Context: an optimization exercise on an open-source flow, tuned for small area. The choices shown serve that exercise and are no tape-out recipe.
Where RTL was checked, it was by simulation tests only, not by an equivalence proof against the original.
Power figures rest on the tool's default switching activity, not on a simulated workload.

Design psdsqrt, start of the top module:
module psdsqrt(
    input clock,
    input reset,
    input start,
    input stop,
    input [31:0] xin,
    output reg [15:0] sqrt
);
reg [32:1] w;
reg [15:0] ql;
reg [3:0]  cnt;          
integer i;
wire [14:0] dec;
genvar g;
generate for (g = 0; g < 15; g = g + 1) begin : gdec
    assign dec[g] = (cnt == g);
end endgenerate
wire [16:0] d;
assign d[16:15] = ql[15:14];
generate for (g = 0; g < 15; g = g + 1) begin : gd
    if (g == 0) begin : z
        assign d[0] = dec[14];
    end else begin : nz
        assign d[g] = ql[g-1] | dec[14-g];
    end
end endgenerate
wire [17:0] sa = w[32:15];
wire [17:0] sb = ~{1'b0, d};
wire [18:0] cy;
wire [17:0] diff;
assign cy[0] = 1'b1;
generate for (g = 0; g < 18; g = g + 1) begin : gsub
    assign diff[g] = sa[g] ^ sb[g] ^ cy[g];
    assign cy[g+1] = (sa[g] & sb[g]) | (sa[g] & cy[g]) | (sb[g] & cy[g]);
end endgenerate
wire s = cy[18];
wire [31:15] sel = s ? diff[16:0] : w[31:15];
wire s0 = xin[31] | xin[30];
always @(posedge clock) begin
    if (start) begin
        w   <= {xin[31] & xin[30], xin[31] & ~xin[30], xin[29:0]};
        ql  <= {s0, 15'b0};
        cnt <= 4'd0;
    end else begin
        w   <= {sel, w[14:1], 1'b0};
        if (cnt != 4'd15)
            cnt <= cnt + 4'd1;
        for (i = 0; i < 15; i = i + 1)
            if (dec[14-i]) ql[i] <= s;
    end
  ...
For scale: roughly 68 flip-flops, about 52 I/O pins.
==> module psdsqrt, before the edit <==
module psdsqrt(
    input clock,
    input reset,
    input start,
    input stop,
    input [31:0] xin,
    output reg [15:0] sqrt
);
reg [32:1] w;
reg [15:0] ql;
reg [3:0]  cnt;          
integer i;
wire [14:0] dec;
genvar g;
generate for (g = 0; g < 15; g = g + 1) begin : gdec
    assign dec[g] = (cnt == g);
end endgenerate
wire [16:0] d;
assign d[16:15] = ql[15:14];
generate for (g = 0; g < 15; g = g + 1) begin : gd
    if (g == 0) begin : z
        assign d[0] = dec[14];
    end else begin : nz
        assign d[g] = ql[g-1] | dec[14-g];
    end
end endgenerate
wire [17:0] sa = w[32:15];
wire [17:0] sb = ~{1'b0, d};
wire [18:0] cy;
wire [17:0] diff;
assign cy[0] = 1'b1;
generate for (g = 0; g < 18; g = g + 1) begin : gsub
    assign diff[g] = sa[g] ^ sb[g] ^ cy[g];
    assign cy[g+1] = (sa[g] & sb[g]) | (sa[g] & cy[g]) | (sb[g] & cy[g]);
end endgenerate
wire s = cy[18];
wire [31:15] sel = s ? diff[16:0] : w[31:15];
wire s0 = xin[31] | xin[30];
always @(posedge clock) begin
    if (start) begin
        w   <= {xin[31] & xin[30], xin[31] & ~xin[30], xin[29:0]};
        ql  <= {s0, 15'b0};
        cnt <= 4'd0;
    end else begin
        w   <= {sel, w[14:1], 1'b0};
        if (cnt != 4'd15)
            cnt <= cnt + 4'd1;
        for (i = 0; i < 15; i = i + 1)
            if (dec[14-i]) ql[i] <= s;
    end
end
always @(posedge clock) begin
    if (reset)
        sqrt <= 16'b0;
    else if (stop)
        sqrt <= ql;
end
endmodule
Settings: LEC_CHECK=0, CAP_MARGIN=20, CORE_MARGIN=2, CORE_UTILIZATION=40, SLEW_MARGIN=20, BUFFER_PORTS_ARGS=-buffer_cell sky130_fd_sc_hd__buf_1, CTS_ARGS=-sink_clustering_enable -repair_clock_nets -buf_list sky130_fd_sc_hd__clkbuf_4 -root_buf sky130_fd_sc_hd__clkbuf_4 -dont_use_dummy_load; clock period 9.0 ns.
standard.sh (not shown) runs the stock make flow with config.mk's settings and CLKGATE_MAP_FILE= SYNTH_SCRIPT=/design/flow/synth_recipe.tcl, a recipe that flattens the netlist after the stock synthesis.
==> flow/flow/run.sh <==
#!/bin/bash
# Standard ORFS layout with two changes: port buffers use the smallest buffer
# cell, and clock tree synthesis uses small clock buffers and no dummy loads.
# Settings are in flow/extra.mk, appended to the standard flow's config.mk.
set -e
cat flow/extra.mk >> config.mk
bash standard.sh > standard.log 2>&1
==> flow/flow/extra.mk <==
export BUFFER_PORTS_ARGS = -buffer_cell sky130_fd_sc_hd__buf_1
export CTS_ARGS = -sink_clustering_enable -repair_clock_nets -buf_list sky130_fd_sc_hd__clkbuf_4 -root_buf sky130_fd_sc_hd__clkbuf_4 -dont_use_dummy_load
Rerun with:
==> flow/design.v (replaced) <==
module psdsqrt(
    input clock,
    input reset,
    input start,
    input stop,
    input [31:0] xin,
    output reg [15:0] sqrt
);
reg [32:0] w;
reg [15:0] ql;
wire [15:0] z;
wire [14:0] m;
assign z[0] = 1'b1;
genvar g;
generate for (g = 0; g < 15; g = g + 1) begin : gm
    assign m[g]   = w[g] & z[g];
    assign z[g+1] = z[g] & ~w[g];
end endgenerate
wire [16:0] d;
assign d[0] = m[14];
generate for (g = 1; g < 15; g = g + 1) begin : gd
    assign d[g] = ql[g-1] | m[14-g];
end endgenerate
assign d[16:15] = ql[15:14];
wire [17:0] sa = w[32:15];
wire [17:0] sb = ~{1'b0, d};
wire [18:0] cy;
wire [17:0] diff;
assign cy[0] = 1'b1;
generate for (g = 0; g < 18; g = g + 1) begin : gsub
    assign diff[g]  = sa[g] ^ sb[g] ^ cy[g];
    assign cy[g+1] = (sa[g] & sb[g]) | (sa[g] & cy[g]) | (sb[g] & cy[g]);
end endgenerate
wire s = cy[18];
wire [31:15] sel = s ? diff[16:0] : w[31:15];
wire s0 = xin[31] | xin[30];
integer i;
always @(posedge clock) begin
    if (start) begin
        w  <= {xin[31] & xin[30], xin[31] & ~xin[30], xin[29:0], 1'b1};
        ql <= {s0, 15'b0};
    end else begin
        w  <= {sel, w[14:0], 1'b0};
        for (i = 0; i < 15; i = i + 1)
            if (m[14-i]) ql[i] <= s;
    end
end
always @(posedge clock) begin
    if (reset)
        sqrt <= 16'b0;
    else if (stop)
        sqrt <= ql;
end
endmodule
The new run ran to the end with no violations; cell area goes up by a few percent; count of clock-buffer cells in the layout stays the same; register-to-register slack loses 0.40 ns; via count grows by a little under a tenth; clock skew went down by 0.0072 ns; fmax is lower by a few percent; core utilization increases by 1.8 points; worst hold slack improves by 0.043 ns; power goes up slightly; synthesized area falls slightly; wire length rose by about a fifth; setup slack degrades by 0.40 ns; die area falls slightly.
Only the layout flow was run in the second run of this note; the RTL was not checked for function there.

========
psdsqrt, a different RTL version from the one above (not shown whole).
Size in the first run: roughly 400 cells after synthesis.
==> module psdsqrt, before the edit <==
module psdsqrt(
    input clock,
    input reset,
    input start,
    input stop,
    input [31:0] xin,
    output reg [15:0] sqrt
);
reg [32:1] w;
reg [15:0] ql;
reg [3:0]  cnt;          
integer i;
wire [14:0] dec;
genvar g;
generate for (g = 0; g < 15; g = g + 1) begin : gdec
    assign dec[g] = (cnt == g);
end endgenerate
wire [16:0] d;
assign d[16:15] = ql[15:14];
generate for (g = 0; g < 15; g = g + 1) begin : gd
    if (g == 0) begin : z
        assign d[0] = dec[14];
    end else begin : nz
        assign d[g] = ql[g-1] | dec[14-g];
    end
end endgenerate
wire [17:0] diff = {1'b0, w[32:15]} - {1'b0, d};
wire s = ~diff[17] | w[32];
wire [31:15] sel = s ? diff[16:0] : w[31:15];
wire s0 = xin[31] | xin[30];
always @(posedge clock) begin
    if (start) begin
        w   <= {xin[31] & xin[30], xin[31] & ~xin[30], xin[29:0]};
        ql  <= {s0, 15'b0};
        cnt <= 4'd0;
    end else begin
        w   <= {sel, w[14:1], 1'b0};
        if (cnt != 4'd15)
            cnt <= cnt + 4'd1;
        for (i = 0; i < 15; i = i + 1)
            if (dec[14-i]) ql[i] <= s;
    end
end
always @(posedge clock) begin
    if (reset)
        sqrt <= 16'b0;
    else if (stop)
        sqrt <= ql;
end
endmodule
export LEC_CHECK = 0
export CAP_MARGIN = 20
export CORE_MARGIN = 2
export CORE_UTILIZATION = 40
export SLEW_MARGIN = 20
create_clock -name core_clock -period 9.0 [get_ports {clock}]
run.sh (not shown) runs the stock make flow with config.mk's settings and CLKGATE_MAP_FILE= SYNTH_SCRIPT=/design/flow/synth_recipe.tcl, a recipe that flattens the netlist after the stock synthesis.
Stock flow here: none of the scripts above is used.
Edit:
==> flow/design.v (replaced) <==
module psdsqrt(
    input clock,
    input reset,
    input start,
    input stop,
    input [31:0] xin,
    output reg [15:0] sqrt
);
reg [32:1] w;
reg [17:0] dm;           
wire [17:0] y;           
assign y[0] = 1'b1;
genvar g;
generate for (g = 1; g < 18; g = g + 1) begin : gy
    assign y[g] = y[g-1] & ~dm[g-1];
end endgenerate
wire [16:0] d = dm[17:1];
wire [17:0] sa = w[32:15];
wire [17:0] sb = ~{1'b0, d};
wire [18:0] cy;
wire [17:0] diff;
assign cy[0] = 1'b1;
generate for (g = 0; g < 18; g = g + 1) begin : gsub
    assign diff[g] = sa[g] ^ sb[g] ^ cy[g];
    assign cy[g+1] = (sa[g] & sb[g]) | (sa[g] & cy[g]) | (sb[g] & cy[g]);
end endgenerate
wire s = cy[18];
wire [31:15] sel = s ? diff[16:0] : w[31:15];
wire s0 = xin[31] | xin[30];
reg [17:0] dn;
integer i;
always @* begin
    dn[0] = dm[0] | dm[1];
    for (i = 1; i < 18; i = i + 1)
        dn[i] = y[i] ? (i < 17 ? dm[i+1] : 1'b0) : (y[i-1] ? s : dm[i]);
end
always @(posedge clock) begin
    if (start) begin
        w  <= {xin[31] & xin[30], xin[31] & ~xin[30], xin[29:0]};
        dm <= {s0, 1'b0, 1'b1, 15'b0};
    end else begin
        w  <= {sel, w[14:1], 1'b0};
        dm <= dn;
    end
end
always @(posedge clock) begin
    if (reset)
        sqrt <= 16'b0;
    else if (stop)
        sqrt <= dm[17:2];
end
endmodule
The new run went through all stages and came out clean.
Synthesized cell count decreases by 19%.
Global-route usage came out lower by 2.4 points.
Clock skew is about the same.
Combinational power came out lower by 38%.
Final cell count shrinks by 14%.
Wire length decreases by 28%.
Final area drops by 12%.
Worst hold slack hardly moves.
Register-to-register slack got worse by 3.7 ns.
Flip-flop and latch count is lower by 2.
Via count drops by 22%.
First-iteration DRC count falls by 31%.
Utilization went up by 2.6 points.

==> what the ideal ports hide <==
No port has a modelled driver above. Below, the same layouts with a new extraction and two added sets of constraints.
Step 1, drivers: a clkbuf_16 drives clock and a buf_2 each remaining input, both assumed.
Step 2 adds t to the input delays and takes it off the output delays; t is the mean of the earliest and latest rising clock arrival at the registers after step 1. Input paths then give back, and output paths get back, about the clock's delay inside the block.
Three values: no drivers, after step 1, after step 2; two values: the first two.
| run | t (ns) | setup slack, ns | worst setup path at the end | slew at the worst register clock pin (ns) | worst data-port slew with drivers (ns) |
|---|---|---|---|---|---|
| the first run of note 1 | 0.427 | 0.734 / 0.734 / 0.734 | register to register | 0.10 / 0.10 | 0.04 |
| the second run of note 1 | 0.421 | 0.335 / 0.335 / 0.335 | register to register | 0.10 / 0.10 | 0.03 |
| the first run of note 2 | 0.374 | 5.158 / 5.158 / 5.158 | register to register | 0.08 / 0.08 | 0.04 |
| the second run of note 2 | 0.359 | 1.507 / 1.507 / 1.507 | register to register | 0.07 / 0.07 | 0.04 |
After both steps setup and hold are still met in every run listed.
